Background: an optimization exercise with open tools, aiming at small area and a short achievable clock period. Do not read the settings as production practice. RTL that was checked went through simulation tests only; none was proved equivalent to the original.

Setup of run A:
==> flow/design.v <==
module cam(clk, enable,
	       data_in,
	       MatchEn, WriteEn,
	       WriteAddr,
	       MatchAddr, Match
	       );
input clk, enable;
input [15:0] data_in;
input MatchEn, WriteEn;
input [7:0] WriteAddr;
output [7:0] MatchAddr;
output Match;
reg Match;
reg [7:0] MatchAddr;
wire        wr  = enable & WriteEn;
wire [15:0] wlo = 16'd1 << WriteAddr[3:0];
wire [15:0] whi = {15'd0, wr} << WriteAddr[7:4];
wire [15:0] wdata_n = ~data_in;
wire search = enable & MatchEn;
wire [255:0] mm;       
wire [63:0]  a_any;    
wire [127:0] a_idx;
wire [15:0]  b_none;   
wire [63:0]  b_idx;
wire [3:0]   c_any;    
wire [23:0]  c_idx;
wire         d_none;   
wire [7:0]   d_idx;
genvar g;
generate
	for (g = 0; g < 256; g = g + 1) begin : ent
		wire we = whi[g / 16] & wlo[g % 16];
		cam_row u (.clk(clk), .we(we), .we_n(~we), .key(data_in), .wdata_n(wdata_n),
		           .mismatch(mm[g]));
	end
	for (g = 0; g < 64; g = g + 1) begin : la
		cam_pe4_leaf u (.search(search), .none(mm[4*g +: 4]), .any(a_any[g]), .idx(a_idx[2*g +: 2]));
	end
	for (g = 0; g < 16; g = g + 1) begin : lb
		cam_pe4_any #(.W(2)) u (.any(a_any[4*g +: 4]), .idx(a_idx[8*g +: 8]),
		                        .none(b_none[g]), .oidx(b_idx[4*g +: 4]));
	end
	for (g = 0; g < 4; g = g + 1) begin : lc
		cam_pe4_none #(.W(4)) u (.none(b_none[4*g +: 4]), .idx(b_idx[16*g +: 16]),
		                         .any(c_any[g]), .oidx(c_idx[6*g +: 6]));
	end
endgenerate
cam_pe4_any #(.W(6)) ld (.any(c_any), .idx(c_idx), .none(d_none), .oidx(d_idx));
always @(posedge clk) begin
	Match     <= ~d_none;
	MatchAddr <= d_idx;
end
endmodule
module cam_pe4_leaf(search, none, any, idx);
input        search;
input  [3:0] none;
output       any;
output [1:0] idx;
assign any    = search & ~&none;
assign idx[1] = search & none[0] & none[1] & ~(none[2] & none[3]);
assign idx[0] = search & none[0] & (~none[1] | (none[2] & ~none[3]));
endmodule
module cam_pe4_any(any, idx, none, oidx);
parameter W = 2;
input  [3:0]     any;
input  [4*W-1:0] idx;
output           none;
output [W+1:0]   oidx;
assign none = ~|any;
assign oidx[W+1] = ~any[0] & ~any[1] & (any[2] | any[3]);
assign oidx[W]   = ~any[0] & (any[1] | (~any[2] & any[3]));
assign oidx[W-1:0] = idx[0 +: W]
                   | ({W{~any[0]}} & idx[W +: W])
                   | ({W{~any[0] & ~any[1]}} & idx[2*W +: W])
                   | ({W{~any[0] & ~any[1] & ~any[2]}} & idx[3*W +: W]);
endmodule
module cam_pe4_none(none, idx, any, oidx);
parameter W = 2;
input  [3:0]     none;
input  [4*W-1:0] idx;
output           any;
output [W+1:0]   oidx;
assign any = ~&none;
assign oidx[W+1] = none[0] & none[1] & ~(none[2] & none[3]);
assign oidx[W]   = none[0] & (~none[1] | (none[2] & ~none[3]));
assign oidx[W-1:0] = idx[0 +: W]
                   | ({W{none[0]}} & idx[W +: W])
                   | ({W{none[0] & none[1]}} & idx[2*W +: W])
                   | ({W{none[0] & none[1] & none[2]}} & idx[3*W +: W]);
endmodule
module cam_row(clk, we, we_n, key, wdata_n, mismatch);
input clk, we, we_n;
input [15:0] key;
input [15:0] wdata_n;
output mismatch;
reg [15:0] q_n;
always @(posedge clk)
	q_n <= (q_n & {16{we_n}}) | (wdata_n & {16{we}});
assign mismatch = |(q_n ~^ key);
endmodule
==> flow/config.mk <==
export PLATFORM = sky130hd
export DESIGN_NAME = cam
export DESIGN_NICKNAME = cam
export VERILOG_FILES = /design/flow/design.v
export SDC_FILE = /design/flow/constraint.sdc
export NUM_CORES = 4
export LEC_CHECK = 0
export CAP_MARGIN = 20
export CORE_MARGIN = 2
export CORE_UTILIZATION = 60
export CTS_BUF_LIST = sky130_fd_sc_hd__clkbuf_8
export SETUP_SLACK_MARGIN = 5
export SLEW_MARGIN = 20
export SYNTH_HIERARCHICAL = 1
export TNS_END_PERCENT = 5
==> flow/constraint.sdc <==
create_clock -name core_clock -period 10.0 [get_ports {clk}]
set_input_delay 2.0000 -clock core_clock [delete_from_list [all_inputs] [get_ports {clk}]]
set_output_delay 2.0000 -clock core_clock [all_outputs]
set_load 0.01 [all_outputs]
standard.sh (not shown) runs the stock make flow with config.mk's settings and CLKGATE_MAP_FILE= SYNTH_SCRIPT=/design/flow/synth_recipe.tcl, a recipe that flattens the netlist after the stock synthesis.
==> flow/flow/run.sh <==
#!/bin/bash
set -euo pipefail
bash standard.sh SETUP_SLACK_MARGIN=6.5 finish > standard_flow.log 2>&1
Modified inputs, run B compared to run A
==> flow/design.v, changed modules only <==
module cam(clk, enable,
	       data_in,
	       MatchEn, WriteEn,
	       WriteAddr,
	       MatchAddr, Match
	       );
input clk, enable;
input [15:0] data_in;
input MatchEn, WriteEn;
input [7:0] WriteAddr;
output [7:0] MatchAddr;
output Match;
reg Match;
reg [7:0] MatchAddr;
wire        wr  = enable & WriteEn;
wire [15:0] wlo = 16'd1 << WriteAddr[3:0];
wire [15:0] whi = {15'd0, wr} << WriteAddr[7:4];
wire [255:0] mm;       
wire [63:0]  a_any;    
wire [127:0] a_idx;
wire [15:0]  b_none;   
wire [63:0]  b_idx;
wire [3:0]   c_any;    
wire [23:0]  c_idx;
wire         d_none;   
wire [7:0]   d_idx;
genvar g;
generate
	for (g = 0; g < 256; g = g + 1) begin : ent
		wire we = whi[g / 16] & wlo[g % 16];
		cam_row u (.clk(clk), .we(we), .we_n(~we), .d(data_in), .mismatch(mm[g]));
	end
	for (g = 0; g < 64; g = g + 1) begin : la
		cam_pe4_leaf u (.none(mm[4*g +: 4]), .any(a_any[g]), .idx(a_idx[2*g +: 2]));
	end
	for (g = 0; g < 16; g = g + 1) begin : lb
		cam_pe4_any #(.W(2)) u (.any(a_any[4*g +: 4]), .idx(a_idx[8*g +: 8]),
		                        .none(b_none[g]), .oidx(b_idx[4*g +: 4]));
	end
	for (g = 0; g < 4; g = g + 1) begin : lc
		cam_pe4_none #(.W(4)) u (.none(b_none[4*g +: 4]), .idx(b_idx[16*g +: 16]),
		                         .any(c_any[g]), .oidx(c_idx[6*g +: 6]));
	end
endgenerate
cam_pe4_any #(.W(6)) ld (.any(c_any), .idx(c_idx), .none(d_none), .oidx(d_idx));
wire search = enable & MatchEn;
always @(posedge clk) begin
	Match     <= search & ~d_none;
	MatchAddr <= {8{search}} & d_idx;
end
endmodule
module cam_pe4_leaf(none, any, idx);
input  [3:0] none;
output       any;
output [1:0] idx;
assign any    = ~&none;
assign idx[1] = none[0] & none[1] & ~(none[2] & none[3]);
assign idx[0] = none[0] & (~none[1] | (none[2] & ~none[3]));
endmodule
module cam_row(clk, we, we_n, d, mismatch);
input clk, we, we_n;
input [15:0] d;
output mismatch;
reg [15:0] q;
always @(posedge clk)
	q <= (q & {16{we_n}}) | (d & {16{we}});
assign mismatch = |(q ^ d);
endmodule
Findings:
- Placed cell count went down slightly going from run A to run B.
- Number of enable-type register cells in the synthesized netlist delta (run A -> run B): insignificant
- Higher count of buffers added by post-CTS timing repair for setup among run A and run B: run A
- Against run A as the reference, run B delivers a lower met2 track demand over resource.
- Changes observed in run B relative to run A: net count reported at finish dropped about 0.45%, post-synthesis average cell area climbed 0.042 um^2.
- On height of the die, run A and run B are basically level.
- On maximum fanout along the worst path: between run A and run B, it ends up higher for run B.
- Any difference in final instance count without filler cells between run A and run B is small enough to ignore.
- Run B vs run A, via count went down by 5207.
- Run B against run A: insertion delay to the later sink of the worst-skew pair shows a reduction of 0.02 ns; core utilization rose by 0.44 points.
- Relative to run A, the final cell area reported for run B is higher.
- Relative to run A, synthesized instance count has decreased by 136 in run B.
- Run A and run B all finish clean.
For run B, only the layout was checked, not whether the RTL still works.

static timing again, ports no longer ideal:
How much do the figures lean on ideal ports? The routed layouts below were timed once more, with nothing changed but the port constraints.
Step 1 assumes that a clkbuf_16 drives the clock port and a buf_2 every other input.
Step 2 times the ports against the registers' clock, not the clock port: input delays grow and output delays shrink by t, the midpoint of the rising clock arrivals with the driver on.
Slacks: no drivers / after step 1 / after step 2; pairs: no drivers / after step 1.
| run | t (ns) | setup WS [ns] | hold slack, ns | worst register clock-pin slew, ns |
|---|---|---|---|---|
| run A | 1.362 | 6.080 / 5.772 / 4.410 | 0.502 / 0.502 / 0.502 | 0.07 / 0.07 |
| run B | 1.321 | 5.933 / 5.474 / 4.153 | 0.491 / 0.491 / 0.491 | 0.07 / 0.07 |
After both steps every run listed still meets setup and hold. The setup slack of run B, which loses most, moves by -0.459 ns with the drivers and by -1.780 ns with both steps.
